Source: an optimization exercise on an open RTL-to-GDS flow (aim: small area and a short achievable clock period). Production flows keep margins and buffers that such runs may drop.
Function was not checked in any run shown here: the RTL went through the layout flow alone.
Power and IR drop assume default switching activity.

==> flow/design.v, too long to show whole: its modules and the start of the top module <==
// module DCIM: 1755 lines
module DCIM (
    input clk,
    input rst_n,
    input in_valid,
    input [127:0] in_data1,
    input [127:0] in_data2,
    input [127:0] in_data3,
    input [127:0] in_data4,
    output reg out_valid,
    output reg [12:0] O1,
    output reg [12:0] O2,
    output reg [12:0] O3,
    output reg [12:0] O4
);
  // ...
==> flow/flow/run.sh <==
#!/bin/bash
# Standard ORFS layout with two changes:
#  - SYNTH_ARGS=-noabc: skip the abc -fast inside Yosys's generic synth, so the
#    full adders written in the RTL reach extract_fa in their plain polarity
#    (no inverters around every full adder); the final liberty abc still runs.
#  - port buffers use buf_1.
set -euo pipefail
bash standard.sh SYNTH_ARGS=-noabc "BUFFER_PORTS_ARGS=-buffer_cell sky130_fd_sc_hd__buf_1" finish > flow_make.log 2>&1
==> flow/standard.sh <==
#!/bin/bash
# synth_recipe.tcl (not shown) runs the flow's synth.tcl, then flattens the netlist and writes it again
# the make line also repeats each setting of config.mk as NAME=value (left out here)
make -C /OpenROAD-flow-scripts/flow DESIGN_CONFIG=/design/flow/config.mk WORK_HOME=/design/flow/orfs CLKGATE_MAP_FILE= SYNTH_SCRIPT=/design/flow/synth_recipe.tcl "${@:-finish}"
==> flow/config.mk <==
export PLATFORM = sky130hd
export DESIGN_NAME = DCIM
export DESIGN_NICKNAME = DCIM
export VERILOG_FILES = /design/flow/design.v
export SDC_FILE = /design/flow/constraint.sdc
export NUM_CORES = 4
export LEC_CHECK = 0
export CAP_MARGIN = 20
export CORE_MARGIN = 2
export CORE_UTILIZATION = 60
export CTS_CLUSTER_DIAMETER = 80
export CTS_CLUSTER_SIZE = 30
export GPL_TIMING_DRIVEN = 0
export SETUP_SLACK_MARGIN = 0.8
export SLEW_MARGIN = 20
==> flow/constraint.sdc <==
create_clock -name core_clock -period 2.4 [get_ports {clk}]
set_input_delay 0.4800 -clock core_clock [delete_from_list [all_inputs] [get_ports {clk}]]
set_output_delay 0.4800 -clock core_clock [all_outputs]
set_load 0.01 [all_outputs]
==> summary.md, run 1 <==
| Metric | Value |
|---|---|
| Status | finished clean |
| Setup_tns | 0 ns |
| Vias in the first global route | 14918 |
| Synth area leader | dfxtp_1 |
| Routability cong. | 0.839 |
| Final-report max-slew violation count | 0 |
| Peak fanout along the critical path | 3 |
| Drc violations | 0 |
| Top cell category | multi-input combinational cells |
| DR WL met2 | 23.1 mm |
| Largest family of logic cells by synthesized area | adder cells |
| XOR/XNOR Fraction of Synth Area | ~3% |
| Clk pwr share | about 14% |
| Post-synthesis cell type count | 39 |
| Capture point of the critical path | hi2[5] |
| Die area | 0.0443 sq mm |
| YS warnings | 1 |
| Crit path setup slack, layout | 0.389 ns |
| Via/cell ratio | about 4.8 |
| Fin crit share | 83.8% |
| M1 WL | ~18 mm |
| Clock root buffer | clkbuf_16 |
| Hold_buf cts | 2 |
| Clock skew | 0.0132 ns |
| Layout Cells excl Fill | 2719 |
| Site Rows | 75 |
| Maxcap violations | 0 |
| VDD IR max | 0.557 mV |
| Critical Path, Cell by Cell | buf_8 -> and2_4 -> ha_4 -> ha_4 -> a21o_1 -> a21oi_2 -> or3_4 -> a21oi_2 |
| Cell family with most CP delay | simple AND/OR/NAND/NOR gates |
| Register area share after synthesis | 50.6% |
==> run 2, diff against run 1 <==
--- a/flow/design.v
+++ b/flow/design.v
@@ -325,94 +325,90 @@
 assign S1_w[3] = p1_r3[4] ^ S1_w_n9;
 assign S1_w[4] = p1_r3[5] ^ S1_w_n11;
 assign S1_w[5] = S1_w_p5 ^ S1_w_n20;
 assign S1_w[6] = S1_w_p6 ^ S1_w_n23;
 assign S1_w[7] = S1_w_p7 ^ S1_w_n26;
 assign S1_w[8] = S1_w_n29;
 reg [8:0] S1_r4;
 always @(posedge clk) S1_r4 <= S1_w;
-reg [6:0] lo1;
-reg [5:0] hi1;
+reg [5:0] lo1;
+reg [6:0] hi1;
 reg cy1;
-wire [6:0] gl1 = {lo1[5:0], 1'b0} & {7{keep1}};
-wire [5:0] gh1 = {hi1[4:0], lo1[6]} & {6{keep1}};
+wire [5:0] gl1 = {lo1[4:0], 1'b0} & {6{keep1}};
+wire [6:0] gh1 = {hi1[5:0], lo1[5]} & {7{keep1}};
 wire gy1 = cy1 & keep1;
-wire [7:0] LA1;
+wire [6:0] LA1;
 assign LA1[0] = S1_r4[0];
 wire LA1h_g0 = gl1[1] & S1_r4[1];
 wire LA1h_p0 = gl1[1] ^ S1_r4[1];
 wire LA1h_g1 = gl1[2] & S1_r4[2];
 wire LA1h_p1 = gl1[2] ^ S1_r4[2];
 wire LA1h_g2 = gl1[3] & S1_r4[3];
 wire LA1h_p2 = gl1[3] ^ S1_r4[3];
 wire LA1h_g3 = gl1[4] & S1_r4[4];
 wire LA1h_p3 = gl1[4] ^ S1_r4[4];
 wire LA1h_g4 = gl1[5] & S1_r4[5];
 wire LA1h_p4 = gl1[5] ^ S1_r4[5];
-wire LA1h_g5 = gl1[6] & S1_r4[6];
-wire LA1h_p5 = gl1[6] ^ S1_r4[6];
 wire LA1h_n1 = (gl1[2] & S1_r4[2]) | (gl1[2] & gl1[1] & S1_r4[1]) | (S1_r4[2] & gl1[1] & S1_r4[1]);
 wire LA1h_n2 = LA1h_p1 & LA1h_p0;
 wire LA1h_n3 = LA1h_p3 & LA1h_g2;
 wire LA1h_n4 = LA1h_g3 | LA1h_n3;
 wire LA1h_n5 = LA1h_p3 & LA1h_p2;
-wire LA1h_n6 = LA1h_p5 & LA1h_g4;
-wire LA1h_n7 = LA1h_g5 | LA1h_n6;
-wire LA1h_n8 = LA1h_p5 & LA1h_p4;
-wire LA1h_n9 = LA1h_p2 & LA1h_g1;
-wire LA1h_n10 = LA1h_g2 | LA1h_n9;
-wire LA1h_n11 = LA1h_p2 & LA1h_p1;
-wire LA1h_n12 = LA1h_n11 & LA1h_g0;
-wire LA1h_n13 = LA1h_n10 | LA1h_n12;
-wire LA1h_n14 = LA1h_p2 & LA1h_n2;
-wire LA1h_n15 = LA1h_n5 & LA1h_n1;
-wire LA1h_n16 = LA1h_n4 | LA1h_n15;
-wire LA1h_n17 = LA1h_n5 & LA1h_n2;
-wire LA1h_n18 = LA1h_p4 & LA1h_g3;
-wire LA1h_n19 = LA1h_g4 | LA1h_n18;
-wire LA1h_n20 = LA1h_p4 & LA1h_p3;
-wire LA1h_n21 = LA1h_n20 & LA1h_n13;
-wire LA1h_n22 = LA1h_n19 | LA1h_n21;
-wire LA1h_n23 = LA1h_p4 & LA1h_n17;
-wire LA1h_n24 = LA1h_n8 & LA1h_n16;
-wire LA1h_n25 = LA1h_n7 | LA1h_n24;
-wire LA1h_n26 = LA1h_n8 & LA1h_n17;
-wire [6:0] LA1h;
+wire LA1h_n6 = LA1h_p2 & LA1h_g1;
+wire LA1h_n7 = LA1h_g2 | LA1h_n6;
+wire LA1h_n8 = LA1h_p2 & LA1h_p1;
+wire LA1h_n9 = LA1h_n8 & LA1h_g0;
+wire LA1h_n10 = LA1h_n7 | LA1h_n9;
+wire LA1h_n11 = LA1h_p2 & LA1h_n2;
+wire LA1h_n12 = LA1h_n5 & LA1h_n1;
+wire LA1h_n13 = LA1h_n4 | LA1h_n12;
+wire LA1h_n14 = LA1h_n5 & LA1h_n2;
+wire LA1h_n15 = LA1h_p4 & LA1h_g3;
+wire LA1h_n16 = LA1h_g4 | LA1h_n15;
+wire LA1h_n17 = LA1h_p4 & LA1h_p3;
+wire LA1h_n18 = LA1h_n17 & LA1h_n10;
+wire LA1h_n19 = LA1h_n16 | LA1h_n18;
+wire LA1h_n20 = LA1h_p4 & LA1h_n14;
+wire [5:0] LA1h;
 assign LA1h[0] = LA1h_p0;
 assign LA1h[1] = LA1h_p1 ^ LA1h_g0;
 assign LA1h[2] = LA1h_p2 ^ LA1h_n1;
-assign LA1h[3] = LA1h_p3 ^ LA1h_n13;
-assign LA1h[4] = LA1h_p4 ^ LA1h_n16;
-assign LA1h[5] = LA1h_p5 ^ LA1h_n22;
-assign LA1h[6] = LA1h_n25;
-assign LA1[7:1] = LA1h;
-wire [5:0] HX1;
-assign HX1[0] = S1_r4[7];
-wire HX1h_g0 = S1_r4[8] & gy1;
-wire HX1h_p0 = S1_r4[8] ^ gy1;
-wire [4:0] HX1h;
+assign LA1h[3] = LA1h_p3 ^ LA1h_n10;
+assign LA1h[4] = LA1h_p4 ^ LA1h_n13;
+assign LA1h[5] = LA1h_n19;
+assign LA1[6:1] = LA1h;
+wire [6:0] HX1;
+assign HX1[0] = S1_r4[6];
+wire HX1h_g0 = S1_r4[7] & gy1;
+wire HX1h_p0 = S1_r4[7] ^ gy1;
+wire HX1h_n1 = S1_r4[8] & S1_r4[7] & gy1;
+wire HX1h_n2 = S1_r4[8] & HX1h_p0;
+wire [5:0] HX1h;
 assign HX1h[0] = HX1h_p0;
-assign HX1h[1] = HX1h_g0;
-assign HX1h[2] = 1'b0;
+assign HX1h[1] = S1_r4[8] ^ HX1h_g0;
+assign HX1h[2] = HX1h_n1;
 assign HX1h[3] = 1'b0;
 assign HX1h[4] = 1'b0;
-assign HX1[5:1] = HX1h;
+assign HX1h[5] = 1'b0;
+assign HX1[6:1] = HX1h;
 wire HA1_g0 = gh1[0] & HX1[0];
 wire HA1_p0 = gh1[0] ^ HX1[0];
 wire HA1_g1 = gh1[1] & HX1[1];
 wire HA1_p1 = gh1[1] ^ HX1[1];
 wire HA1_g2 = gh1[2] & HX1[2];
 wire HA1_p2 = gh1[2] ^ HX1[2];
 wire HA1_g3 = gh1[3] & HX1[3];
 wire HA1_p3 = gh1[3] ^ HX1[3];
 wire HA1_g4 = gh1[4] & HX1[4];
 wire HA1_p4 = gh1[4] ^ HX1[4];
 wire HA1_g5 = gh1[5] & HX1[5];
 wire HA1_p5 = gh1[5] ^ HX1[5];
+wire HA1_g6 = gh1[6] & HX1[6];
+wire HA1_p6 = gh1[6] ^ HX1[6];
 wire HA1_n1 = (gh1[1] & HX1[1]) | (gh1[1] & gh1[0] & HX1[0]) | (HX1[1] & gh1[0] & HX1[0]);
 wire HA1_n2 = HA1_p1 & HA1_p0;
 wire HA1_n3 = HA1_p3 & HA1_g2;
 wire HA1_n4 = HA1_g3 | HA1_n3;
 wire HA1_n5 = HA1_p3 & HA1_p2;
 wire HA1_n6 = HA1_p5 & HA1_g4;
 wire HA1_n7 = HA1_g5 | HA1_n6;
 wire HA1_n8 = HA1_p5 & HA1_p4;
@@ -420,56 +416,67 @@
 wire HA1_n10 = HA1_g2 | HA1_n9;
 wire HA1_n11 = HA1_p2 & HA1_p1;
 wire HA1_n12 = HA1_n11 & HA1_g0;
 wire HA1_n13 = HA1_n10 | HA1_n12;
 wire HA1_n14 = HA1_p2 & HA1_n2;
 wire HA1_n15 = HA1_n5 & HA1_n1;
 wire HA1_n16 = HA1_n4 | HA1_n15;
 wire HA1_n17 = HA1_n5 & HA1_n2;
-wire HA1_n18 = HA1_p4 & HA1_g3;
-wire HA1_n19 = HA1_g4 | HA1_n18;
-wire HA1_n20 = HA1_p4 & HA1_p3;
-wire HA1_n21 = HA1_n20 & HA1_n13;
-wire HA1_n22 = HA1_n19 | HA1_n21;
-wire HA1_n23 = HA1_p4 & HA1_n17;
-wire HA1_n24 = HA1_n8 & HA1_n16;
-wire HA1_n25 = HA1_n7 | HA1_n24;
-wire HA1_n26 = HA1_n8 & HA1_n17;
-wire [5:0] HA1;
+wire HA1_n18 = HA1_p6 & HA1_n7;
+wire HA1_n19 = HA1_g6 | HA1_n18;
+wire HA1_n20 = HA1_p6 & HA1_n8;
+wire HA1_n21 = HA1_p4 & HA1_g3;
+wire HA1_n22 = HA1_g4 | HA1_n21;
+wire HA1_n23 = HA1_p4 & HA1_p3;
+wire HA1_n24 = HA1_n23 & HA1_n13;
+wire HA1_n25 = HA1_n22 | HA1_n24;
+wire HA1_n26 = HA1_p4 & HA1_n17;
+wire HA1_n27 = HA1_n8 & HA1_n16;
+wire HA1_n28 = HA1_n7 | HA1_n27;
+wire HA1_n29 = HA1_n8 & HA1_n17;
+wire HA1_n30 = HA1_n20 & HA1_n16;
+wire HA1_n31 = HA1_n19 | HA1_n30;
+wire HA1_n32 = HA1_n20 & HA1_n17;
+wire [6:0] HA1;
 assign HA1[0] = HA1_p0;
 assign HA1[1] = HA1_p1 ^ HA1_g0;
 assign HA1[2] = HA1_p2 ^ HA1_n1;
 assign HA1[3] = HA1_p3 ^ HA1_n13;
 assign HA1[4] = HA1_p4 ^ HA1_n16;
-assign HA1[5] = HA1_p5 ^ HA1_n22;
-always @(posedge clk) if (v[5]) begin lo1 <= LA1[6:0]; cy1 <= LA1[7]; hi1 <= HA1; end
+assign HA1[5] = HA1_p5 ^ HA1_n25;
+assign HA1[6] = HA1_p6 ^ HA1_n28;
+always @(posedge clk) if (v[5]) begin lo1 <= LA1[5:0]; cy1 <= LA1[6]; hi1 <= HA1; end
 wire PH1_g0 = hi1[0] & cy1;
 wire PH1_p0 = hi1[0] ^ cy1;
 wire PH1_n1 = hi1[1] & hi1[0] & cy1;
 wire PH1_n2 = hi1[1] & PH1_p0;
 wire PH1_n3 = hi1[3] & hi1[2];
 wire PH1_n4 = hi1[5] & hi1[4];
 wire PH1_n5 = hi1[2] & hi1[1];
 wire PH1_n6 = PH1_n5 & PH1_g0;
 wire PH1_n7 = hi1[2] & PH1_n2;
 wire PH1_n8 = PH1_n3 & PH1_n1;
 wire PH1_n9 = PH1_n3 & PH1_n2;
-wire PH1_n10 = hi1[4] & hi1[3];
-wire PH1_n11 = PH1_n10 & PH1_n6;
-wire PH1_n12 = hi1[4] & PH1_n9;
-wire PH1_n13 = PH1_n4 & PH1_n8;
-wire PH1_n14 = PH1_n4 & PH1_n9;
-wire [5:0] PH1;
+wire PH1_n10 = hi1[6] & PH1_n4;
+wire PH1_n11 = hi1[4] & hi1[3];
+wire PH1_n12 = PH1_n11 & PH1_n6;
+wire PH1_n13 = hi1[4] & PH1_n9;
+wire PH1_n14 = PH1_n4 & PH1_n8;
+wire PH1_n15 = PH1_n4 & PH1_n9;
+wire PH1_n16 = PH1_n10 & PH1_n8;
+wire PH1_n17 = PH1_n10 & PH1_n9;
+wire [6:0] PH1;
 assign PH1[0] = PH1_p0;
 assign PH1[1] = hi1[1] ^ PH1_g0;
 assign PH1[2] = hi1[2] ^ PH1_n1;
 assign PH1[3] = hi1[3] ^ PH1_n6;
 assign PH1[4] = hi1[4] ^ PH1_n8;
-assign PH1[5] = hi1[5] ^ PH1_n11;
+assign PH1[5] = hi1[5] ^ PH1_n12;
+assign PH1[6] = hi1[6] ^ PH1_n14;
 reg [12:0] P1;
 always @(posedge clk) P1 <= {PH1, lo1};
 wire [12:0] Q1 = P1;
 wire c2_s1 = in_data2[0] ^ in_data2[4] ^ in_data2[8];
 wire c2_c1 = (in_data2[0] & in_data2[4]) | (in_data2[8] & (in_data2[0] ^ in_data2[4]));
 wire c2_s2 = in_data2[12] ^ in_data2[16] ^ in_data2[20];
 wire c2_c2 = (in_data2[12] & in_data2[16]) | (in_data2[20] & (in_data2[12] ^ in_data2[16]));
 wire c2_s3 = in_data2[24] ^ in_data2[28] ^ in_data2[32];
@@ -753,94 +760,90 @@
 assign S2_w[3] = p2_r3[4] ^ S2_w_n9;
 assign S2_w[4] = p2_r3[5] ^ S2_w_n11;
 assign S2_w[5] = S2_w_p5 ^ S2_w_n20;
 assign S2_w[6] = S2_w_p6 ^ S2_w_n23;
 assign S2_w[7] = S2_w_p7 ^ S2_w_n26;
 assign S2_w[8] = S2_w_n29;
 reg [8:0] S2_r4;
 always @(posedge clk) S2_r4 <= S2_w;
-reg [6:0] lo2;
-reg [5:0] hi2;
+reg [5:0] lo2;
+reg [6:0] hi2;
 reg cy2;
-wire [6:0] gl2 = {lo2[5:0], 1'b0} & {7{keep2}};
-wire [5:0] gh2 = {hi2[4:0], lo2[6]} & {6{keep2}};
+wire [5:0] gl2 = {lo2[4:0], 1'b0} & {6{keep2}};
+wire [6:0] gh2 = {hi2[5:0], lo2[5]} & {7{keep2}};
 wire gy2 = cy2 & keep2;
-wire [7:0] LA2;
+wire [6:0] LA2;
 assign LA2[0] = S2_r4[0];
 wire LA2h_g0 = gl2[1] & S2_r4[1];
 wire LA2h_p0 = gl2[1] ^ S2_r4[1];
 wire LA2h_g1 = gl2[2] & S2_r4[2];
 wire LA2h_p1 = gl2[2] ^ S2_r4[2];
 wire LA2h_g2 = gl2[3] & S2_r4[3];
 wire LA2h_p2 = gl2[3] ^ S2_r4[3];
 wire LA2h_g3 = gl2[4] & S2_r4[4];
 wire LA2h_p3 = gl2[4] ^ S2_r4[4];
 wire LA2h_g4 = gl2[5] & S2_r4[5];
 wire LA2h_p4 = gl2[5] ^ S2_r4[5];
-wire LA2h_g5 = gl2[6] & S2_r4[6];
-wire LA2h_p5 = gl2[6] ^ S2_r4[6];
 wire LA2h_n1 = (gl2[2] & S2_r4[2]) | (gl2[2] & gl2[1] & S2_r4[1]) | (S2_r4[2] & gl2[1] & S2_r4[1]);
 wire LA2h_n2 = LA2h_p1 & LA2h_p0;
 wire LA2h_n3 = LA2h_p3 & LA2h_g2;
 wire LA2h_n4 = LA2h_g3 | LA2h_n3;
 wire LA2h_n5 = LA2h_p3 & LA2h_p2;
-wire LA2h_n6 = LA2h_p5 & LA2h_g4;
-wire LA2h_n7 = LA2h_g5 | LA2h_n6;
-wire LA2h_n8 = LA2h_p5 & LA2h_p4;
-wire LA2h_n9 = LA2h_p2 & LA2h_g1;
-wire LA2h_n10 = LA2h_g2 | LA2h_n9;
-wire LA2h_n11 = LA2h_p2 & LA2h_p1;
-wire LA2h_n12 = LA2h_n11 & LA2h_g0;
-wire LA2h_n13 = LA2h_n10 | LA2h_n12;
-wire LA2h_n14 = LA2h_p2 & LA2h_n2;
-wire LA2h_n15 = LA2h_n5 & LA2h_n1;
-wire LA2h_n16 = LA2h_n4 | LA2h_n15;
-wire LA2h_n17 = LA2h_n5 & LA2h_n2;
-wire LA2h_n18 = LA2h_p4 & LA2h_g3;
-wire LA2h_n19 = LA2h_g4 | LA2h_n18;
-wire LA2h_n20 = LA2h_p4 & LA2h_p3;
-wire LA2h_n21 = LA2h_n20 & LA2h_n13;
-wire LA2h_n22 = LA2h_n19 | LA2h_n21;
-wire LA2h_n23 = LA2h_p4 & LA2h_n17;
-wire LA2h_n24 = LA2h_n8 & LA2h_n16;
-wire LA2h_n25 = LA2h_n7 | LA2h_n24;
-wire LA2h_n26 = LA2h_n8 & LA2h_n17;
-wire [6:0] LA2h;
+wire LA2h_n6 = LA2h_p2 & LA2h_g1;
+wire LA2h_n7 = LA2h_g2 | LA2h_n6;
+wire LA2h_n8 = LA2h_p2 & LA2h_p1;
+wire LA2h_n9 = LA2h_n8 & LA2h_g0;
+wire LA2h_n10 = LA2h_n7 | LA2h_n9;
+wire LA2h_n11 = LA2h_p2 & LA2h_n2;
+wire LA2h_n12 = LA2h_n5 & LA2h_n1;
+wire LA2h_n13 = LA2h_n4 | LA2h_n12;
+wire LA2h_n14 = LA2h_n5 & LA2h_n2;
+wire LA2h_n15 = LA2h_p4 & LA2h_g3;
+wire LA2h_n16 = LA2h_g4 | LA2h_n15;
+wire LA2h_n17 = LA2h_p4 & LA2h_p3;
+wire LA2h_n18 = LA2h_n17 & LA2h_n10;
+wire LA2h_n19 = LA2h_n16 | LA2h_n18;
+wire LA2h_n20 = LA2h_p4 & LA2h_n14;
+wire [5:0] LA2h;
 assign LA2h[0] = LA2h_p0;
 assign LA2h[1] = LA2h_p1 ^ LA2h_g0;
 assign LA2h[2] = LA2h_p2 ^ LA2h_n1;
-assign LA2h[3] = LA2h_p3 ^ LA2h_n13;
-assign LA2h[4] = LA2h_p4 ^ LA2h_n16;
-assign LA2h[5] = LA2h_p5 ^ LA2h_n22;
-assign LA2h[6] = LA2h_n25;
-assign LA2[7:1] = LA2h;
-wire [5:0] HX2;
-assign HX2[0] = S2_r4[7];
-wire HX2h_g0 = S2_r4[8] & gy2;
-wire HX2h_p0 = S2_r4[8] ^ gy2;
-wire [4:0] HX2h;
+assign LA2h[3] = LA2h_p3 ^ LA2h_n10;
+assign LA2h[4] = LA2h_p4 ^ LA2h_n13;
+assign LA2h[5] = LA2h_n19;
+assign LA2[6:1] = LA2h;
+wire [6:0] HX2;
+assign HX2[0] = S2_r4[6];
+wire HX2h_g0 = S2_r4[7] & gy2;
+wire HX2h_p0 = S2_r4[7] ^ gy2;
+wire HX2h_n1 = S2_r4[8] & S2_r4[7] & gy2;
+wire HX2h_n2 = S2_r4[8] & HX2h_p0;
+wire [5:0] HX2h;
 assign HX2h[0] = HX2h_p0;
-assign HX2h[1] = HX2h_g0;
-assign HX2h[2] = 1'b0;
+assign HX2h[1] = S2_r4[8] ^ HX2h_g0;
+assign HX2h[2] = HX2h_n1;
 assign HX2h[3] = 1'b0;
 assign HX2h[4] = 1'b0;
-assign HX2[5:1] = HX2h;
+assign HX2h[5] = 1'b0;
+assign HX2[6:1] = HX2h;
 wire HA2_g0 = gh2[0] & HX2[0];
 wire HA2_p0 = gh2[0] ^ HX2[0];
 wire HA2_g1 = gh2[1] & HX2[1];
 wire HA2_p1 = gh2[1] ^ HX2[1];
 wire HA2_g2 = gh2[2] & HX2[2];
 wire HA2_p2 = gh2[2] ^ HX2[2];
 wire HA2_g3 = gh2[3] & HX2[3];
 wire HA2_p3 = gh2[3] ^ HX2[3];
 wire HA2_g4 = gh2[4] & HX2[4];
 wire HA2_p4 = gh2[4] ^ HX2[4];
 wire HA2_g5 = gh2[5] & HX2[5];
 wire HA2_p5 = gh2[5] ^ HX2[5];
+wire HA2_g6 = gh2[6] & HX2[6];
+wire HA2_p6 = gh2[6] ^ HX2[6];
 wire HA2_n1 = (gh2[1] & HX2[1]) | (gh2[1] & gh2[0] & HX2[0]) | (HX2[1] & gh2[0] & HX2[0]);
 wire HA2_n2 = HA2_p1 & HA2_p0;
 wire HA2_n3 = HA2_p3 & HA2_g2;
 wire HA2_n4 = HA2_g3 | HA2_n3;
 wire HA2_n5 = HA2_p3 & HA2_p2;
 wire HA2_n6 = HA2_p5 & HA2_g4;
 wire HA2_n7 = HA2_g5 | HA2_n6;
 wire HA2_n8 = HA2_p5 & HA2_p4;
@@ -848,56 +851,67 @@
 wire HA2_n10 = HA2_g2 | HA2_n9;
 wire HA2_n11 = HA2_p2 & HA2_p1;
 wire HA2_n12 = HA2_n11 & HA2_g0;
 wire HA2_n13 = HA2_n10 | HA2_n12;
 wire HA2_n14 = HA2_p2 & HA2_n2;
 wire HA2_n15 = HA2_n5 & HA2_n1;
 wire HA2_n16 = HA2_n4 | HA2_n15;
 wire HA2_n17 = HA2_n5 & HA2_n2;
-wire HA2_n18 = HA2_p4 & HA2_g3;
-wire HA2_n19 = HA2_g4 | HA2_n18;
-wire HA2_n20 = HA2_p4 & HA2_p3;
-wire HA2_n21 = HA2_n20 & HA2_n13;
-wire HA2_n22 = HA2_n19 | HA2_n21;
-wire HA2_n23 = HA2_p4 & HA2_n17;
-wire HA2_n24 = HA2_n8 & HA2_n16;
-wire HA2_n25 = HA2_n7 | HA2_n24;
-wire HA2_n26 = HA2_n8 & HA2_n17;
-wire [5:0] HA2;
+wire HA2_n18 = HA2_p6 & HA2_n7;
+wire HA2_n19 = HA2_g6 | HA2_n18;
+wire HA2_n20 = HA2_p6 & HA2_n8;
+wire HA2_n21 = HA2_p4 & HA2_g3;
+wire HA2_n22 = HA2_g4 | HA2_n21;
+wire HA2_n23 = HA2_p4 & HA2_p3;
+wire HA2_n24 = HA2_n23 & HA2_n13;
+wire HA2_n25 = HA2_n22 | HA2_n24;
+wire HA2_n26 = HA2_p4 & HA2_n17;
+wire HA2_n27 = HA2_n8 & HA2_n16;
+wire HA2_n28 = HA2_n7 | HA2_n27;
+wire HA2_n29 = HA2_n8 & HA2_n17;
+wire HA2_n30 = HA2_n20 & HA2_n16;
+wire HA2_n31 = HA2_n19 | HA2_n30;
+wire HA2_n32 = HA2_n20 & HA2_n17;
+wire [6:0] HA2;
 assign HA2[0] = HA2_p0;
 assign HA2[1] = HA2_p1 ^ HA2_g0;
 assign HA2[2] = HA2_p2 ^ HA2_n1;
 assign HA2[3] = HA2_p3 ^ HA2_n13;
 assign HA2[4] = HA2_p4 ^ HA2_n16;
-assign HA2[5] = HA2_p5 ^ HA2_n22;
-always @(posedge clk) if (v[5]) begin lo2 <= LA2[6:0]; cy2 <= LA2[7]; hi2 <= HA2; end
+assign HA2[5] = HA2_p5 ^ HA2_n25;
+assign HA2[6] = HA2_p6 ^ HA2_n28;
+always @(posedge clk) if (v[5]) begin lo2 <= LA2[5:0]; cy2 <= LA2[6]; hi2 <= HA2; end
 wire PH2_g0 = hi2[0] & cy2;
 wire PH2_p0 = hi2[0] ^ cy2;
 wire PH2_n1 = hi2[1] & hi2[0] & cy2;
 wire PH2_n2 = hi2[1] & PH2_p0;
 wire PH2_n3 = hi2[3] & hi2[2];
 wire PH2_n4 = hi2[5] & hi2[4];
 wire PH2_n5 = hi2[2] & hi2[1];
 wire PH2_n6 = PH2_n5 & PH2_g0;
 wire PH2_n7 = hi2[2] & PH2_n2;
 wire PH2_n8 = PH2_n3 & PH2_n1;
 wire PH2_n9 = PH2_n3 & PH2_n2;
-wire PH2_n10 = hi2[4] & hi2[3];
-wire PH2_n11 = PH2_n10 & PH2_n6;
-wire PH2_n12 = hi2[4] & PH2_n9;
-wire PH2_n13 = PH2_n4 & PH2_n8;
-wire PH2_n14 = PH2_n4 & PH2_n9;
-wire [5:0] PH2;
+wire PH2_n10 = hi2[6] & PH2_n4;
+wire PH2_n11 = hi2[4] & hi2[3];
+wire PH2_n12 = PH2_n11 & PH2_n6;
+wire PH2_n13 = hi2[4] & PH2_n9;
+wire PH2_n14 = PH2_n4 & PH2_n8;
+wire PH2_n15 = PH2_n4 & PH2_n9;
+wire PH2_n16 = PH2_n10 & PH2_n8;
+wire PH2_n17 = PH2_n10 & PH2_n9;
+wire [6:0] PH2;
 assign PH2[0] = PH2_p0;
 assign PH2[1] = hi2[1] ^ PH2_g0;
 assign PH2[2] = hi2[2] ^ PH2_n1;
 assign PH2[3] = hi2[3] ^ PH2_n6;
 assign PH2[4] = hi2[4] ^ PH2_n8;
-assign PH2[5] = hi2[5] ^ PH2_n11;
+assign PH2[5] = hi2[5] ^ PH2_n12;
+assign PH2[6] = hi2[6] ^ PH2_n14;
 reg [12:0] P2;
 always @(posedge clk) P2 <= {PH2, lo2};
 wire [12:0] Q2 = P2;
 wire c3_s1 = in_data3[0] ^ in_data3[4] ^ in_data3[8];
 wire c3_c1 = (in_data3[0] & in_data3[4]) | (in_data3[8] & (in_data3[0] ^ in_data3[4]));
 wire c3_s2 = in_data3[12] ^ in_data3[16] ^ in_data3[20];
 wire c3_c2 = (in_data3[12] & in_data3[16]) | (in_data3[20] & (in_data3[12] ^ in_data3[16]));
 wire c3_s3 = in_data3[24] ^ in_data3[28] ^ in_data3[32];
@@ -1181,94 +1195,90 @@
 assign S3_w[3] = p3_r3[4] ^ S3_w_n9;
 assign S3_w[4] = p3_r3[5] ^ S3_w_n11;
 assign S3_w[5] = S3_w_p5 ^ S3_w_n20;
 assign S3_w[6] = S3_w_p6 ^ S3_w_n23;
 assign S3_w[7] = S3_w_p7 ^ S3_w_n26;
 assign S3_w[8] = S3_w_n29;
 reg [8:0] S3_r4;
 always @(posedge clk) S3_r4 <= S3_w;
-reg [6:0] lo3;
-reg [5:0] hi3;
+reg [5:0] lo3;
+reg [6:0] hi3;
 reg cy3;
-wire [6:0] gl3 = {lo3[5:0], 1'b0} & {7{keep3}};
-wire [5:0] gh3 = {hi3[4:0], lo3[6]} & {6{keep3}};
+wire [5:0] gl3 = {lo3[4:0], 1'b0} & {6{keep3}};
+wire [6:0] gh3 = {hi3[5:0], lo3[5]} & {7{keep3}};
 wire gy3 = cy3 & keep3;
-wire [7:0] LA3;
+wire [6:0] LA3;
 assign LA3[0] = S3_r4[0];
 wire LA3h_g0 = gl3[1] & S3_r4[1];
 wire LA3h_p0 = gl3[1] ^ S3_r4[1];
 wire LA3h_g1 = gl3[2] & S3_r4[2];
 wire LA3h_p1 = gl3[2] ^ S3_r4[2];
 wire LA3h_g2 = gl3[3] & S3_r4[3];
 wire LA3h_p2 = gl3[3] ^ S3_r4[3];
 wire LA3h_g3 = gl3[4] & S3_r4[4];
 wire LA3h_p3 = gl3[4] ^ S3_r4[4];
 wire LA3h_g4 = gl3[5] & S3_r4[5];
 wire LA3h_p4 = gl3[5] ^ S3_r4[5];
-wire LA3h_g5 = gl3[6] & S3_r4[6];
-wire LA3h_p5 = gl3[6] ^ S3_r4[6];
 wire LA3h_n1 = (gl3[2] & S3_r4[2]) | (gl3[2] & gl3[1] & S3_r4[1]) | (S3_r4[2] & gl3[1] & S3_r4[1]);
 wire LA3h_n2 = LA3h_p1 & LA3h_p0;
 wire LA3h_n3 = LA3h_p3 & LA3h_g2;
 wire LA3h_n4 = LA3h_g3 | LA3h_n3;
 wire LA3h_n5 = LA3h_p3 & LA3h_p2;
-wire LA3h_n6 = LA3h_p5 & LA3h_g4;
-wire LA3h_n7 = LA3h_g5 | LA3h_n6;
-wire LA3h_n8 = LA3h_p5 & LA3h_p4;
-wire LA3h_n9 = LA3h_p2 & LA3h_g1;
-wire LA3h_n10 = LA3h_g2 | LA3h_n9;
-wire LA3h_n11 = LA3h_p2 & LA3h_p1;
-wire LA3h_n12 = LA3h_n11 & LA3h_g0;
-wire LA3h_n13 = LA3h_n10 | LA3h_n12;
-wire LA3h_n14 = LA3h_p2 & LA3h_n2;
-wire LA3h_n15 = LA3h_n5 & LA3h_n1;
-wire LA3h_n16 = LA3h_n4 | LA3h_n15;
-wire LA3h_n17 = LA3h_n5 & LA3h_n2;
-wire LA3h_n18 = LA3h_p4 & LA3h_g3;
-wire LA3h_n19 = LA3h_g4 | LA3h_n18;
-wire LA3h_n20 = LA3h_p4 & LA3h_p3;
-wire LA3h_n21 = LA3h_n20 & LA3h_n13;
-wire LA3h_n22 = LA3h_n19 | LA3h_n21;
-wire LA3h_n23 = LA3h_p4 & LA3h_n17;
-wire LA3h_n24 = LA3h_n8 & LA3h_n16;
-wire LA3h_n25 = LA3h_n7 | LA3h_n24;
-wire LA3h_n26 = LA3h_n8 & LA3h_n17;
-wire [6:0] LA3h;
+wire LA3h_n6 = LA3h_p2 & LA3h_g1;
+wire LA3h_n7 = LA3h_g2 | LA3h_n6;
+wire LA3h_n8 = LA3h_p2 & LA3h_p1;
+wire LA3h_n9 = LA3h_n8 & LA3h_g0;
+wire LA3h_n10 = LA3h_n7 | LA3h_n9;
+wire LA3h_n11 = LA3h_p2 & LA3h_n2;
+wire LA3h_n12 = LA3h_n5 & LA3h_n1;
+wire LA3h_n13 = LA3h_n4 | LA3h_n12;
+wire LA3h_n14 = LA3h_n5 & LA3h_n2;
+wire LA3h_n15 = LA3h_p4 & LA3h_g3;
+wire LA3h_n16 = LA3h_g4 | LA3h_n15;
+wire LA3h_n17 = LA3h_p4 & LA3h_p3;
+wire LA3h_n18 = LA3h_n17 & LA3h_n10;
+wire LA3h_n19 = LA3h_n16 | LA3h_n18;
+wire LA3h_n20 = LA3h_p4 & LA3h_n14;
+wire [5:0] LA3h;
 assign LA3h[0] = LA3h_p0;
 assign LA3h[1] = LA3h_p1 ^ LA3h_g0;
 assign LA3h[2] = LA3h_p2 ^ LA3h_n1;
-assign LA3h[3] = LA3h_p3 ^ LA3h_n13;
-assign LA3h[4] = LA3h_p4 ^ LA3h_n16;
-assign LA3h[5] = LA3h_p5 ^ LA3h_n22;
-assign LA3h[6] = LA3h_n25;
-assign LA3[7:1] = LA3h;
-wire [5:0] HX3;
-assign HX3[0] = S3_r4[7];
-wire HX3h_g0 = S3_r4[8] & gy3;
-wire HX3h_p0 = S3_r4[8] ^ gy3;
-wire [4:0] HX3h;
+assign LA3h[3] = LA3h_p3 ^ LA3h_n10;
+assign LA3h[4] = LA3h_p4 ^ LA3h_n13;
+assign LA3h[5] = LA3h_n19;
+assign LA3[6:1] = LA3h;
+wire [6:0] HX3;
+assign HX3[0] = S3_r4[6];
+wire HX3h_g0 = S3_r4[7] & gy3;
+wire HX3h_p0 = S3_r4[7] ^ gy3;
+wire HX3h_n1 = S3_r4[8] & S3_r4[7] & gy3;
+wire HX3h_n2 = S3_r4[8] & HX3h_p0;
+wire [5:0] HX3h;
 assign HX3h[0] = HX3h_p0;
-assign HX3h[1] = HX3h_g0;
-assign HX3h[2] = 1'b0;
+assign HX3h[1] = S3_r4[8] ^ HX3h_g0;
+assign HX3h[2] = HX3h_n1;
 assign HX3h[3] = 1'b0;
 assign HX3h[4] = 1'b0;
-assign HX3[5:1] = HX3h;
+assign HX3h[5] = 1'b0;
+assign HX3[6:1] = HX3h;
 wire HA3_g0 = gh3[0] & HX3[0];
 wire HA3_p0 = gh3[0] ^ HX3[0];
 wire HA3_g1 = gh3[1] & HX3[1];
 wire HA3_p1 = gh3[1] ^ HX3[1];
 wire HA3_g2 = gh3[2] & HX3[2];
 wire HA3_p2 = gh3[2] ^ HX3[2];
 wire HA3_g3 = gh3[3] & HX3[3];
 wire HA3_p3 = gh3[3] ^ HX3[3];
 wire HA3_g4 = gh3[4] & HX3[4];
 wire HA3_p4 = gh3[4] ^ HX3[4];
 wire HA3_g5 = gh3[5] & HX3[5];
 wire HA3_p5 = gh3[5] ^ HX3[5];
+wire HA3_g6 = gh3[6] & HX3[6];
+wire HA3_p6 = gh3[6] ^ HX3[6];
 wire HA3_n1 = (gh3[1] & HX3[1]) | (gh3[1] & gh3[0] & HX3[0]) | (HX3[1] & gh3[0] & HX3[0]);
 wire HA3_n2 = HA3_p1 & HA3_p0;
 wire HA3_n3 = HA3_p3 & HA3_g2;
 wire HA3_n4 = HA3_g3 | HA3_n3;
 wire HA3_n5 = HA3_p3 & HA3_p2;
 wire HA3_n6 = HA3_p5 & HA3_g4;
 wire HA3_n7 = HA3_g5 | HA3_n6;
 wire HA3_n8 = HA3_p5 & HA3_p4;
@@ -1276,56 +1286,67 @@
 wire HA3_n10 = HA3_g2 | HA3_n9;
 wire HA3_n11 = HA3_p2 & HA3_p1;
 wire HA3_n12 = HA3_n11 & HA3_g0;
 wire HA3_n13 = HA3_n10 | HA3_n12;
 wire HA3_n14 = HA3_p2 & HA3_n2;
 wire HA3_n15 = HA3_n5 & HA3_n1;
 wire HA3_n16 = HA3_n4 | HA3_n15;
 wire HA3_n17 = HA3_n5 & HA3_n2;
-wire HA3_n18 = HA3_p4 & HA3_g3;
-wire HA3_n19 = HA3_g4 | HA3_n18;
-wire HA3_n20 = HA3_p4 & HA3_p3;
-wire HA3_n21 = HA3_n20 & HA3_n13;
-wire HA3_n22 = HA3_n19 | HA3_n21;
-wire HA3_n23 = HA3_p4 & HA3_n17;
-wire HA3_n24 = HA3_n8 & HA3_n16;
-wire HA3_n25 = HA3_n7 | HA3_n24;
-wire HA3_n26 = HA3_n8 & HA3_n17;
-wire [5:0] HA3;
+wire HA3_n18 = HA3_p6 & HA3_n7;
+wire HA3_n19 = HA3_g6 | HA3_n18;
+wire HA3_n20 = HA3_p6 & HA3_n8;
+wire HA3_n21 = HA3_p4 & HA3_g3;
+wire HA3_n22 = HA3_g4 | HA3_n21;
+wire HA3_n23 = HA3_p4 & HA3_p3;
+wire HA3_n24 = HA3_n23 & HA3_n13;
+wire HA3_n25 = HA3_n22 | HA3_n24;
+wire HA3_n26 = HA3_p4 & HA3_n17;
+wire HA3_n27 = HA3_n8 & HA3_n16;
+wire HA3_n28 = HA3_n7 | HA3_n27;
+wire HA3_n29 = HA3_n8 & HA3_n17;
+wire HA3_n30 = HA3_n20 & HA3_n16;
+wire HA3_n31 = HA3_n19 | HA3_n30;
+wire HA3_n32 = HA3_n20 & HA3_n17;
+wire [6:0] HA3;
 assign HA3[0] = HA3_p0;
 assign HA3[1] = HA3_p1 ^ HA3_g0;
 assign HA3[2] = HA3_p2 ^ HA3_n1;
 assign HA3[3] = HA3_p3 ^ HA3_n13;
 assign HA3[4] = HA3_p4 ^ HA3_n16;
-assign HA3[5] = HA3_p5 ^ HA3_n22;
-always @(posedge clk) if (v[5]) begin lo3 <= LA3[6:0]; cy3 <= LA3[7]; hi3 <= HA3; end
+assign HA3[5] = HA3_p5 ^ HA3_n25;
+assign HA3[6] = HA3_p6 ^ HA3_n28;
+always @(posedge clk) if (v[5]) begin lo3 <= LA3[5:0]; cy3 <= LA3[6]; hi3 <= HA3; end
 wire PH3_g0 = hi3[0] & cy3;
 wire PH3_p0 = hi3[0] ^ cy3;
 wire PH3_n1 = hi3[1] & hi3[0] & cy3;
 wire PH3_n2 = hi3[1] & PH3_p0;
 wire PH3_n3 = hi3[3] & hi3[2];
 wire PH3_n4 = hi3[5] & hi3[4];
 wire PH3_n5 = hi3[2] & hi3[1];
 wire PH3_n6 = PH3_n5 & PH3_g0;
 wire PH3_n7 = hi3[2] & PH3_n2;
 wire PH3_n8 = PH3_n3 & PH3_n1;
 wire PH3_n9 = PH3_n3 & PH3_n2;
-wire PH3_n10 = hi3[4] & hi3[3];
-wire PH3_n11 = PH3_n10 & PH3_n6;
-wire PH3_n12 = hi3[4] & PH3_n9;
-wire PH3_n13 = PH3_n4 & PH3_n8;
-wire PH3_n14 = PH3_n4 & PH3_n9;
-wire [5:0] PH3;
+wire PH3_n10 = hi3[6] & PH3_n4;
+wire PH3_n11 = hi3[4] & hi3[3];
+wire PH3_n12 = PH3_n11 & PH3_n6;
+wire PH3_n13 = hi3[4] & PH3_n9;
+wire PH3_n14 = PH3_n4 & PH3_n8;
+wire PH3_n15 = PH3_n4 & PH3_n9;
+wire PH3_n16 = PH3_n10 & PH3_n8;
+wire PH3_n17 = PH3_n10 & PH3_n9;
+wire [6:0] PH3;
 assign PH3[0] = PH3_p0;
 assign PH3[1] = hi3[1] ^ PH3_g0;
 assign PH3[2] = hi3[2] ^ PH3_n1;
 assign PH3[3] = hi3[3] ^ PH3_n6;
 assign PH3[4] = hi3[4] ^ PH3_n8;
-assign PH3[5] = hi3[5] ^ PH3_n11;
+assign PH3[5] = hi3[5] ^ PH3_n12;
+assign PH3[6] = hi3[6] ^ PH3_n14;
 reg [12:0] P3;
 always @(posedge clk) P3 <= {PH3, lo3};
 wire [12:0] Q3 = P3;
 wire c4_s1 = in_data4[0] ^ in_data4[4] ^ in_data4[8];
 wire c4_c1 = (in_data4[0] & in_data4[4]) | (in_data4[8] & (in_data4[0] ^ in_data4[4]));
 wire c4_s2 = in_data4[12] ^ in_data4[16] ^ in_data4[20];
 wire c4_c2 = (in_data4[12] & in_data4[16]) | (in_data4[20] & (in_data4[12] ^ in_data4[16]));
 wire c4_s3 = in_data4[24] ^ in_data4[28] ^ in_data4[32];
@@ -1609,94 +1630,90 @@
 assign S4_w[3] = p4_r3[4] ^ S4_w_n9;
 assign S4_w[4] = p4_r3[5] ^ S4_w_n11;
 assign S4_w[5] = S4_w_p5 ^ S4_w_n20;
 assign S4_w[6] = S4_w_p6 ^ S4_w_n23;
 assign S4_w[7] = S4_w_p7 ^ S4_w_n26;
 assign S4_w[8] = S4_w_n29;
 reg [8:0] S4_r4;
 always @(posedge clk) S4_r4 <= S4_w;
-reg [6:0] lo4;
-reg [5:0] hi4;
+reg [5:0] lo4;
+reg [6:0] hi4;
 reg cy4;
-wire [6:0] gl4 = {lo4[5:0], 1'b0} & {7{keep4}};
-wire [5:0] gh4 = {hi4[4:0], lo4[6]} & {6{keep4}};
+wire [5:0] gl4 = {lo4[4:0], 1'b0} & {6{keep4}};
+wire [6:0] gh4 = {hi4[5:0], lo4[5]} & {7{keep4}};
 wire gy4 = cy4 & keep4;
-wire [7:0] LA4;
+wire [6:0] LA4;
 assign LA4[0] = S4_r4[0];
 wire LA4h_g0 = gl4[1] & S4_r4[1];
 wire LA4h_p0 = gl4[1] ^ S4_r4[1];
 wire LA4h_g1 = gl4[2] & S4_r4[2];
 wire LA4h_p1 = gl4[2] ^ S4_r4[2];
 wire LA4h_g2 = gl4[3] & S4_r4[3];
 wire LA4h_p2 = gl4[3] ^ S4_r4[3];
 wire LA4h_g3 = gl4[4] & S4_r4[4];
 wire LA4h_p3 = gl4[4] ^ S4_r4[4];
 wire LA4h_g4 = gl4[5] & S4_r4[5];
 wire LA4h_p4 = gl4[5] ^ S4_r4[5];
-wire LA4h_g5 = gl4[6] & S4_r4[6];
-wire LA4h_p5 = gl4[6] ^ S4_r4[6];
 wire LA4h_n1 = (gl4[2] & S4_r4[2]) | (gl4[2] & gl4[1] & S4_r4[1]) | (S4_r4[2] & gl4[1] & S4_r4[1]);
 wire LA4h_n2 = LA4h_p1 & LA4h_p0;
 wire LA4h_n3 = LA4h_p3 & LA4h_g2;
 wire LA4h_n4 = LA4h_g3 | LA4h_n3;
 wire LA4h_n5 = LA4h_p3 & LA4h_p2;
-wire LA4h_n6 = LA4h_p5 & LA4h_g4;
-wire LA4h_n7 = LA4h_g5 | LA4h_n6;
-wire LA4h_n8 = LA4h_p5 & LA4h_p4;
-wire LA4h_n9 = LA4h_p2 & LA4h_g1;
-wire LA4h_n10 = LA4h_g2 | LA4h_n9;
-wire LA4h_n11 = LA4h_p2 & LA4h_p1;
-wire LA4h_n12 = LA4h_n11 & LA4h_g0;
-wire LA4h_n13 = LA4h_n10 | LA4h_n12;
-wire LA4h_n14 = LA4h_p2 & LA4h_n2;
-wire LA4h_n15 = LA4h_n5 & LA4h_n1;
-wire LA4h_n16 = LA4h_n4 | LA4h_n15;
-wire LA4h_n17 = LA4h_n5 & LA4h_n2;
-wire LA4h_n18 = LA4h_p4 & LA4h_g3;
-wire LA4h_n19 = LA4h_g4 | LA4h_n18;
-wire LA4h_n20 = LA4h_p4 & LA4h_p3;
-wire LA4h_n21 = LA4h_n20 & LA4h_n13;
-wire LA4h_n22 = LA4h_n19 | LA4h_n21;
-wire LA4h_n23 = LA4h_p4 & LA4h_n17;
-wire LA4h_n24 = LA4h_n8 & LA4h_n16;
-wire LA4h_n25 = LA4h_n7 | LA4h_n24;
-wire LA4h_n26 = LA4h_n8 & LA4h_n17;
-wire [6:0] LA4h;
+wire LA4h_n6 = LA4h_p2 & LA4h_g1;
+wire LA4h_n7 = LA4h_g2 | LA4h_n6;
+wire LA4h_n8 = LA4h_p2 & LA4h_p1;
+wire LA4h_n9 = LA4h_n8 & LA4h_g0;
+wire LA4h_n10 = LA4h_n7 | LA4h_n9;
+wire LA4h_n11 = LA4h_p2 & LA4h_n2;
+wire LA4h_n12 = LA4h_n5 & LA4h_n1;
+wire LA4h_n13 = LA4h_n4 | LA4h_n12;
+wire LA4h_n14 = LA4h_n5 & LA4h_n2;
+wire LA4h_n15 = LA4h_p4 & LA4h_g3;
+wire LA4h_n16 = LA4h_g4 | LA4h_n15;
+wire LA4h_n17 = LA4h_p4 & LA4h_p3;
+wire LA4h_n18 = LA4h_n17 & LA4h_n10;
+wire LA4h_n19 = LA4h_n16 | LA4h_n18;
+wire LA4h_n20 = LA4h_p4 & LA4h_n14;
+wire [5:0] LA4h;
 assign LA4h[0] = LA4h_p0;
 assign LA4h[1] = LA4h_p1 ^ LA4h_g0;
 assign LA4h[2] = LA4h_p2 ^ LA4h_n1;
-assign LA4h[3] = LA4h_p3 ^ LA4h_n13;
-assign LA4h[4] = LA4h_p4 ^ LA4h_n16;
-assign LA4h[5] = LA4h_p5 ^ LA4h_n22;
-assign LA4h[6] = LA4h_n25;
-assign LA4[7:1] = LA4h;
-wire [5:0] HX4;
-assign HX4[0] = S4_r4[7];
-wire HX4h_g0 = S4_r4[8] & gy4;
-wire HX4h_p0 = S4_r4[8] ^ gy4;
-wire [4:0] HX4h;
+assign LA4h[3] = LA4h_p3 ^ LA4h_n10;
+assign LA4h[4] = LA4h_p4 ^ LA4h_n13;
+assign LA4h[5] = LA4h_n19;
+assign LA4[6:1] = LA4h;
+wire [6:0] HX4;
+assign HX4[0] = S4_r4[6];
+wire HX4h_g0 = S4_r4[7] & gy4;
+wire HX4h_p0 = S4_r4[7] ^ gy4;
+wire HX4h_n1 = S4_r4[8] & S4_r4[7] & gy4;
+wire HX4h_n2 = S4_r4[8] & HX4h_p0;
+wire [5:0] HX4h;
 assign HX4h[0] = HX4h_p0;
-assign HX4h[1] = HX4h_g0;
-assign HX4h[2] = 1'b0;
+assign HX4h[1] = S4_r4[8] ^ HX4h_g0;
+assign HX4h[2] = HX4h_n1;
 assign HX4h[3] = 1'b0;
 assign HX4h[4] = 1'b0;
-assign HX4[5:1] = HX4h;
+assign HX4h[5] = 1'b0;
+assign HX4[6:1] = HX4h;
 wire HA4_g0 = gh4[0] & HX4[0];
 wire HA4_p0 = gh4[0] ^ HX4[0];
 wire HA4_g1 = gh4[1] & HX4[1];
 wire HA4_p1 = gh4[1] ^ HX4[1];
 wire HA4_g2 = gh4[2] & HX4[2];
 wire HA4_p2 = gh4[2] ^ HX4[2];
 wire HA4_g3 = gh4[3] & HX4[3];
 wire HA4_p3 = gh4[3] ^ HX4[3];
 wire HA4_g4 = gh4[4] & HX4[4];
 wire HA4_p4 = gh4[4] ^ HX4[4];
 wire HA4_g5 = gh4[5] & HX4[5];
 wire HA4_p5 = gh4[5] ^ HX4[5];
+wire HA4_g6 = gh4[6] & HX4[6];
+wire HA4_p6 = gh4[6] ^ HX4[6];
 wire HA4_n1 = (gh4[1] & HX4[1]) | (gh4[1] & gh4[0] & HX4[0]) | (HX4[1] & gh4[0] & HX4[0]);
 wire HA4_n2 = HA4_p1 & HA4_p0;
 wire HA4_n3 = HA4_p3 & HA4_g2;
 wire HA4_n4 = HA4_g3 | HA4_n3;
 wire HA4_n5 = HA4_p3 & HA4_p2;
 wire HA4_n6 = HA4_p5 & HA4_g4;
 wire HA4_n7 = HA4_g5 | HA4_n6;
 wire HA4_n8 = HA4_p5 & HA4_p4;
@@ -1704,52 +1721,63 @@
 wire HA4_n10 = HA4_g2 | HA4_n9;
 wire HA4_n11 = HA4_p2 & HA4_p1;
 wire HA4_n12 = HA4_n11 & HA4_g0;
 wire HA4_n13 = HA4_n10 | HA4_n12;
 wire HA4_n14 = HA4_p2 & HA4_n2;
 wire HA4_n15 = HA4_n5 & HA4_n1;
 wire HA4_n16 = HA4_n4 | HA4_n15;
 wire HA4_n17 = HA4_n5 & HA4_n2;
-wire HA4_n18 = HA4_p4 & HA4_g3;
-wire HA4_n19 = HA4_g4 | HA4_n18;
-wire HA4_n20 = HA4_p4 & HA4_p3;
-wire HA4_n21 = HA4_n20 & HA4_n13;
-wire HA4_n22 = HA4_n19 | HA4_n21;
-wire HA4_n23 = HA4_p4 & HA4_n17;
-wire HA4_n24 = HA4_n8 & HA4_n16;
-wire HA4_n25 = HA4_n7 | HA4_n24;
-wire HA4_n26 = HA4_n8 & HA4_n17;
-wire [5:0] HA4;
+wire HA4_n18 = HA4_p6 & HA4_n7;
+wire HA4_n19 = HA4_g6 | HA4_n18;
+wire HA4_n20 = HA4_p6 & HA4_n8;
+wire HA4_n21 = HA4_p4 & HA4_g3;
+wire HA4_n22 = HA4_g4 | HA4_n21;
+wire HA4_n23 = HA4_p4 & HA4_p3;
+wire HA4_n24 = HA4_n23 & HA4_n13;
+wire HA4_n25 = HA4_n22 | HA4_n24;
+wire HA4_n26 = HA4_p4 & HA4_n17;
+wire HA4_n27 = HA4_n8 & HA4_n16;
+wire HA4_n28 = HA4_n7 | HA4_n27;
+wire HA4_n29 = HA4_n8 & HA4_n17;
+wire HA4_n30 = HA4_n20 & HA4_n16;
+wire HA4_n31 = HA4_n19 | HA4_n30;
+wire HA4_n32 = HA4_n20 & HA4_n17;
+wire [6:0] HA4;
 assign HA4[0] = HA4_p0;
 assign HA4[1] = HA4_p1 ^ HA4_g0;
 assign HA4[2] = HA4_p2 ^ HA4_n1;
 assign HA4[3] = HA4_p3 ^ HA4_n13;
 assign HA4[4] = HA4_p4 ^ HA4_n16;
-assign HA4[5] = HA4_p5 ^ HA4_n22;
-always @(posedge clk) if (v[5]) begin lo4 <= LA4[6:0]; cy4 <= LA4[7]; hi4 <= HA4; end
+assign HA4[5] = HA4_p5 ^ HA4_n25;
+assign HA4[6] = HA4_p6 ^ HA4_n28;
+always @(posedge clk) if (v[5]) begin lo4 <= LA4[5:0]; cy4 <= LA4[6]; hi4 <= HA4; end
 wire PH4_g0 = hi4[0] & cy4;
 wire PH4_p0 = hi4[0] ^ cy4;
 wire PH4_n1 = hi4[1] & hi4[0] & cy4;
 wire PH4_n2 = hi4[1] & PH4_p0;
 wire PH4_n3 = hi4[3] & hi4[2];
 wire PH4_n4 = hi4[5] & hi4[4];
 wire PH4_n5 = hi4[2] & hi4[1];
 wire PH4_n6 = PH4_n5 & PH4_g0;
 wire PH4_n7 = hi4[2] & PH4_n2;
 wire PH4_n8 = PH4_n3 & PH4_n1;
 wire PH4_n9 = PH4_n3 & PH4_n2;
-wire PH4_n10 = hi4[4] & hi4[3];
-wire PH4_n11 = PH4_n10 & PH4_n6;
-wire PH4_n12 = hi4[4] & PH4_n9;
-wire PH4_n13 = PH4_n4 & PH4_n8;
-wire PH4_n14 = PH4_n4 & PH4_n9;
-wire [5:0] PH4;
+wire PH4_n10 = hi4[6] & PH4_n4;
+wire PH4_n11 = hi4[4] & hi4[3];
+wire PH4_n12 = PH4_n11 & PH4_n6;
+wire PH4_n13 = hi4[4] & PH4_n9;
+wire PH4_n14 = PH4_n4 & PH4_n8;
+wire PH4_n15 = PH4_n4 & PH4_n9;
+wire PH4_n16 = PH4_n10 & PH4_n8;
+wire PH4_n17 = PH4_n10 & PH4_n9;
+wire [6:0] PH4;
 assign PH4[0] = PH4_p0;
 assign PH4[1] = hi4[1] ^ PH4_g0;
 assign PH4[2] = hi4[2] ^ PH4_n1;
 assign PH4[3] = hi4[3] ^ PH4_n6;
 assign PH4[4] = hi4[4] ^ PH4_n8;
-assign PH4[5] = hi4[5] ^ PH4_n11;
+assign PH4[5] = hi4[5] ^ PH4_n12;
+assign PH4[6] = hi4[6] ^ PH4_n14;
 reg [12:0] P4;
 always @(posedge clk) P4 <= {PH4, lo4};
 wire [12:0] Q4 = P4;
 endmodule
==> summary.md, run 2 <==
| Metric | Value |
|---|---|
| Via/cell ratio | 4.89 (+1.6%) |
| Drc violations | 0 (unchanged) |
| Startpoint Class | register |
| Fraction of layout cells with a size suffix above 1 | 22.3% |
| Most frequent cells in the layout | buf_1 (546), dfxtp_1 (472), fa_2 (273) |
| R2r endpoint | hi1[6] |
| Top cell type's share of synthesized area | between 30 and 40% |
| Mapped Area | 0.0257 sq mm |
| Pre-Repair DR Iteration Count | 4 |
| Iter 0 DRT Violations | 474 |
| Top-count cell post-synth | dfxtp_1 |
| Peak fanout along the critical path | 4 (+1) |
| Nets | around 3200 |
| Site Rows | 75 (unchanged) |
| Cell family with most CP delay | adder cells |
| Post-Syn Instances | 1559 |
| Power Density | 1250 mW/mm^2 |
| Filler cell count | between 2000 and 3000 |
| Inserted Diodes | 0 |
| IO Count | 568 |
| Initial Util | between 60% and 70% |
| Routability cong. | 0.885 (+5.4%) |
| Final-report max-slew violation count | 0 (unchanged) |
| Post-DP Area | 0.0294 sq mm |
| CTS Buffer Depth | 3 |
| Final Instance Area | about 0.031 sq mm |
| CTS tree | built |
| Clock skew | 0.0319 ns (+0.0187 ns) |
| Final Hold Violating Endpoints | 0 |
| #FFs+latches synth | 600 |
| Fin crit share | 89.3% (+5.5 points) |
| Worst skew pair latency | 0.57 ns |
| IO buf count | 567 |
| Slowest-stage cell, CP | dfrtp_2 |
| Leak pwr | 11.8 nW |
| Ranking of synthesized cells by area | dfxtp_1 (37%), fa_1 (36%), dfrtp_1 (7.0%) |
| Largest net degree at the start of global routing | 32 |
| Die area | 0.0445 sq mm (+0.54%) |
| Grt total ovfl | 0 |
| Worst slew pin tran | 0.503 ns |
| Die Wd | 211 microns |
| Status | finished clean |
| Met3 WL post-DR | 1.77 mm |
| CTS clk-pin slew, worst paths | 0.11 ns |
| Total Routed Length | around 44 mm |
| Hold path start | in_data2[124] |
| Crit-path most repeated cell | ha_4 |
| Reg2reg path depth | 8 |
| Register area share after synthesis | 50.3% (-0.28 points) |
| Clock Sinks | 600 |
| DR WL met2 | 23.4 mm (+1.5%) |
| Tot Pwr | ~40 mW |
| CP Buf/Inv Count | 0 |
| Worst-case hold slack | 0.218 ns |
| CTS H-tree depth | 1 |
| Core area | 0.0421 sq mm |
| Highest clock rate | around 470 MHz |
| R2R Setup Slk | 0.26 ns |
| Worst EP required | 2.72 ns |
| Critical Path End Type | register |
| Maxcap violations | 0 (unchanged) |
| Syn avg cell area | 16.5 sq um |
| Avg WL per Cell | ~16 microns |
| CP peak stage delay | around 0.46 ns |
| Clock root buffer | clkbuf_16 |
| VDD IR max | 0.626 mV (+12%) |
| Synthesis-to-finish area growth | 21.4% |
| Hold Path Depth | 2 |
| Hold Crit Class | in2reg |
| Critical Path, Cell by Cell | and2_4 -> ha_4 -> xor2_2 -> ha_4 -> a21oi_2 -> o22ai_2 -> mux2i_1 -> nand3_1 |
| First-pass GRT wire length | a little over 70 mm |
| M1 WL | 18.0 mm (+2.7%) |
| Setup violations, final | 0 |
| Crit Path Category | reg2reg |
| Initial antenna violation count | 0 |
| Post-layout minimum cycle time | 2.14 ns |
| EDFF count, synth | 56 |
| Most common cell after layout, fill and taps aside | buf_1 |
| Async SR Flop Fraction | a little under an eighth |
| HPWL after DPL | 36.2 mm |
| Die height | 211 microns |
| ANT nets after route | 0 |
| Commonest cells post-synth | dfxtp_1 (472), fa_1 (464), and2_1 (93) |
| R2r startpoint | keep1 |
| Worst Hold Path EP | p2_r0[0] |
| Synth area leader | dfxtp_1 |
| Relative slew slack | 66.5% |
| RSZ-0062 raised after global routing | true |
| YS warnings | 1 (unchanged) |
| Top FF cell, synth | dfxtp_1 |
| Syn nets | between 2000 and 3000 |
| Vias in the first global route | 15353 (+2.9%) |
| Critical path data arrival time | 2.46 ns |
| Post-synthesis cell type count | 42 (+7.7%) |
| TritonCTS Buffers | 25 |
| Vias | around 13000 |
| Highest metal layer with signal wires | met4 |
| GRT Resource Usage Total | 20.4% |
[run 2: cell count changes in the layout (fill, tap and decap cells not counted), moves of 9 or more]
cell	delta
fa_1	-49
fa_2	+49
buf_1	+14
xor2_1	+10
buf_6	-9
clkbuf_2	-9
nand3_1	+9
[run 2: what timing repair did]
action / in CTS / in global routing
pin swaps: 38 / 32
buffers inserted: 31 / 7
resized for setup: 110 / 55
setup endpoints to repair: 72 / 51
hold endpoints to repair: 19 / 0
cloned: 0 / 0
hold buffers: 2 / 0
[run 2: through the flow]
| stage | setup WS [ns] | TNS [ns] | utilization [%] | cells |
|---|---|---|---|---|
| after floorplan | 0.318 | 0 | - | 1559 |
| after global placement | -2.18 | -116.87 | 69.7 | 2665 |
| after detailed placement | 0.0772 | 0 | 69.8 | 2667 |
| after CTS | 0.212 | 0 | 73.4 | 2740 |
| after global routing | 0.220 | 0 | 74.1 | 2747 |
| final | 0.256 | 0 | 74.1 | 2747 |
[run 2: kinds of logic (layout without fill, tap and decap cells)]
family                   after synthesis  in the layout  share of synthesized area [%]
AND/OR/NAND/NOR                      234            234                           4.90
AO/OA/AOI/OAI                         79             79                           1.86
flip-flops                           600            600                           50.3
multiplexers                           7              7                          0.292
adder cells (fa/ha/maj)              528            528                           39.2
buffers and inverters                 19            668                          0.282
XOR/XNOR                              92             92                           3.13
[run 2: area by class of cell]
type | instances | area [sq um] | area share, %
multi-input combinational | 940 | 14100 | 45.2
buffer | 11 | 98.8 | 0.317
timing repair buffer | 609 | 2630 | 8.42
clock buffer | 32 | 662 | 2.12
tap | 539 | 674 | 2.16
sequential | 600 | 12900 | 41.5
clock inverter | 8 | 75.1 | 0.240
inverter | 8 | 30.0 | 0.0962
[run 2: routing by layer]
| layer | GRT usage [%] | up-vias |
|---|---|---|
| li1 | - | 6264 |
| met1 | 27.1 | 6781 |
| met2 | 36.4 | 331 |
| met3 | 2.26 | 65 |
| met4 | 4.83 | 0 |
| met5 | 0 | - |
[run 2: worst max path at each step]
stage | start | end | cells past startpoint
after global placement | rst_n | v[5] | 1
after floorplan | keep4 | hi4[6] | 8
after CTS | keep4 | hi4[6] | 8
after global routing | keep4 | hi4[6] | 8
final | keep1 | hi1[6] | 8
after detailed placement | keep1 | hi1[6] | 8
[run 2: power breakdown]
part	switching [mW]	total (mW)	internal, mW
registers	2.52	18.0	15.5
logic	7.49	16.0	8.49
clock network	2.94	4.96	2.02
total	12.9	39.0	26.0

## afterwards: timing with drivers on the ports
The flow's constraints put no driver on any port. The routed layouts listed below were extracted and timed again, unchanged, in two steps.
Step 1 sets driving cells, clkbuf_16 on the clock port and buf_2 on the other inputs (assumed; they add their load-dependent delay and slew).
Step 2, shift: input delay + t, output delay - t, t = (earliest + latest rising clock arrival at the registers) / 2. This alone moves slack from input paths to output paths.
Slacks: no drivers / after step 1 / after step 2; pairs: no drivers / after step 1.
run	t (ns)	setup WS [ns]	clock arrival spread, ns	slew at the worst register clock pin (ns)	pins driven straight from the clock port
run 1	0.625	0.389 / 0.389 / 0.260	0.016 / 0.015	0.11 / 0.11	1
run 2	0.609	0.256 / 0.256 / 0.217	0.032 / 0.033	0.11 / 0.11	1
After both steps setup and hold are still met in every run listed. For run 1, which loses most, drivers alone change the setup slack by 0.000 ns; drivers and shift together by -0.129 ns.
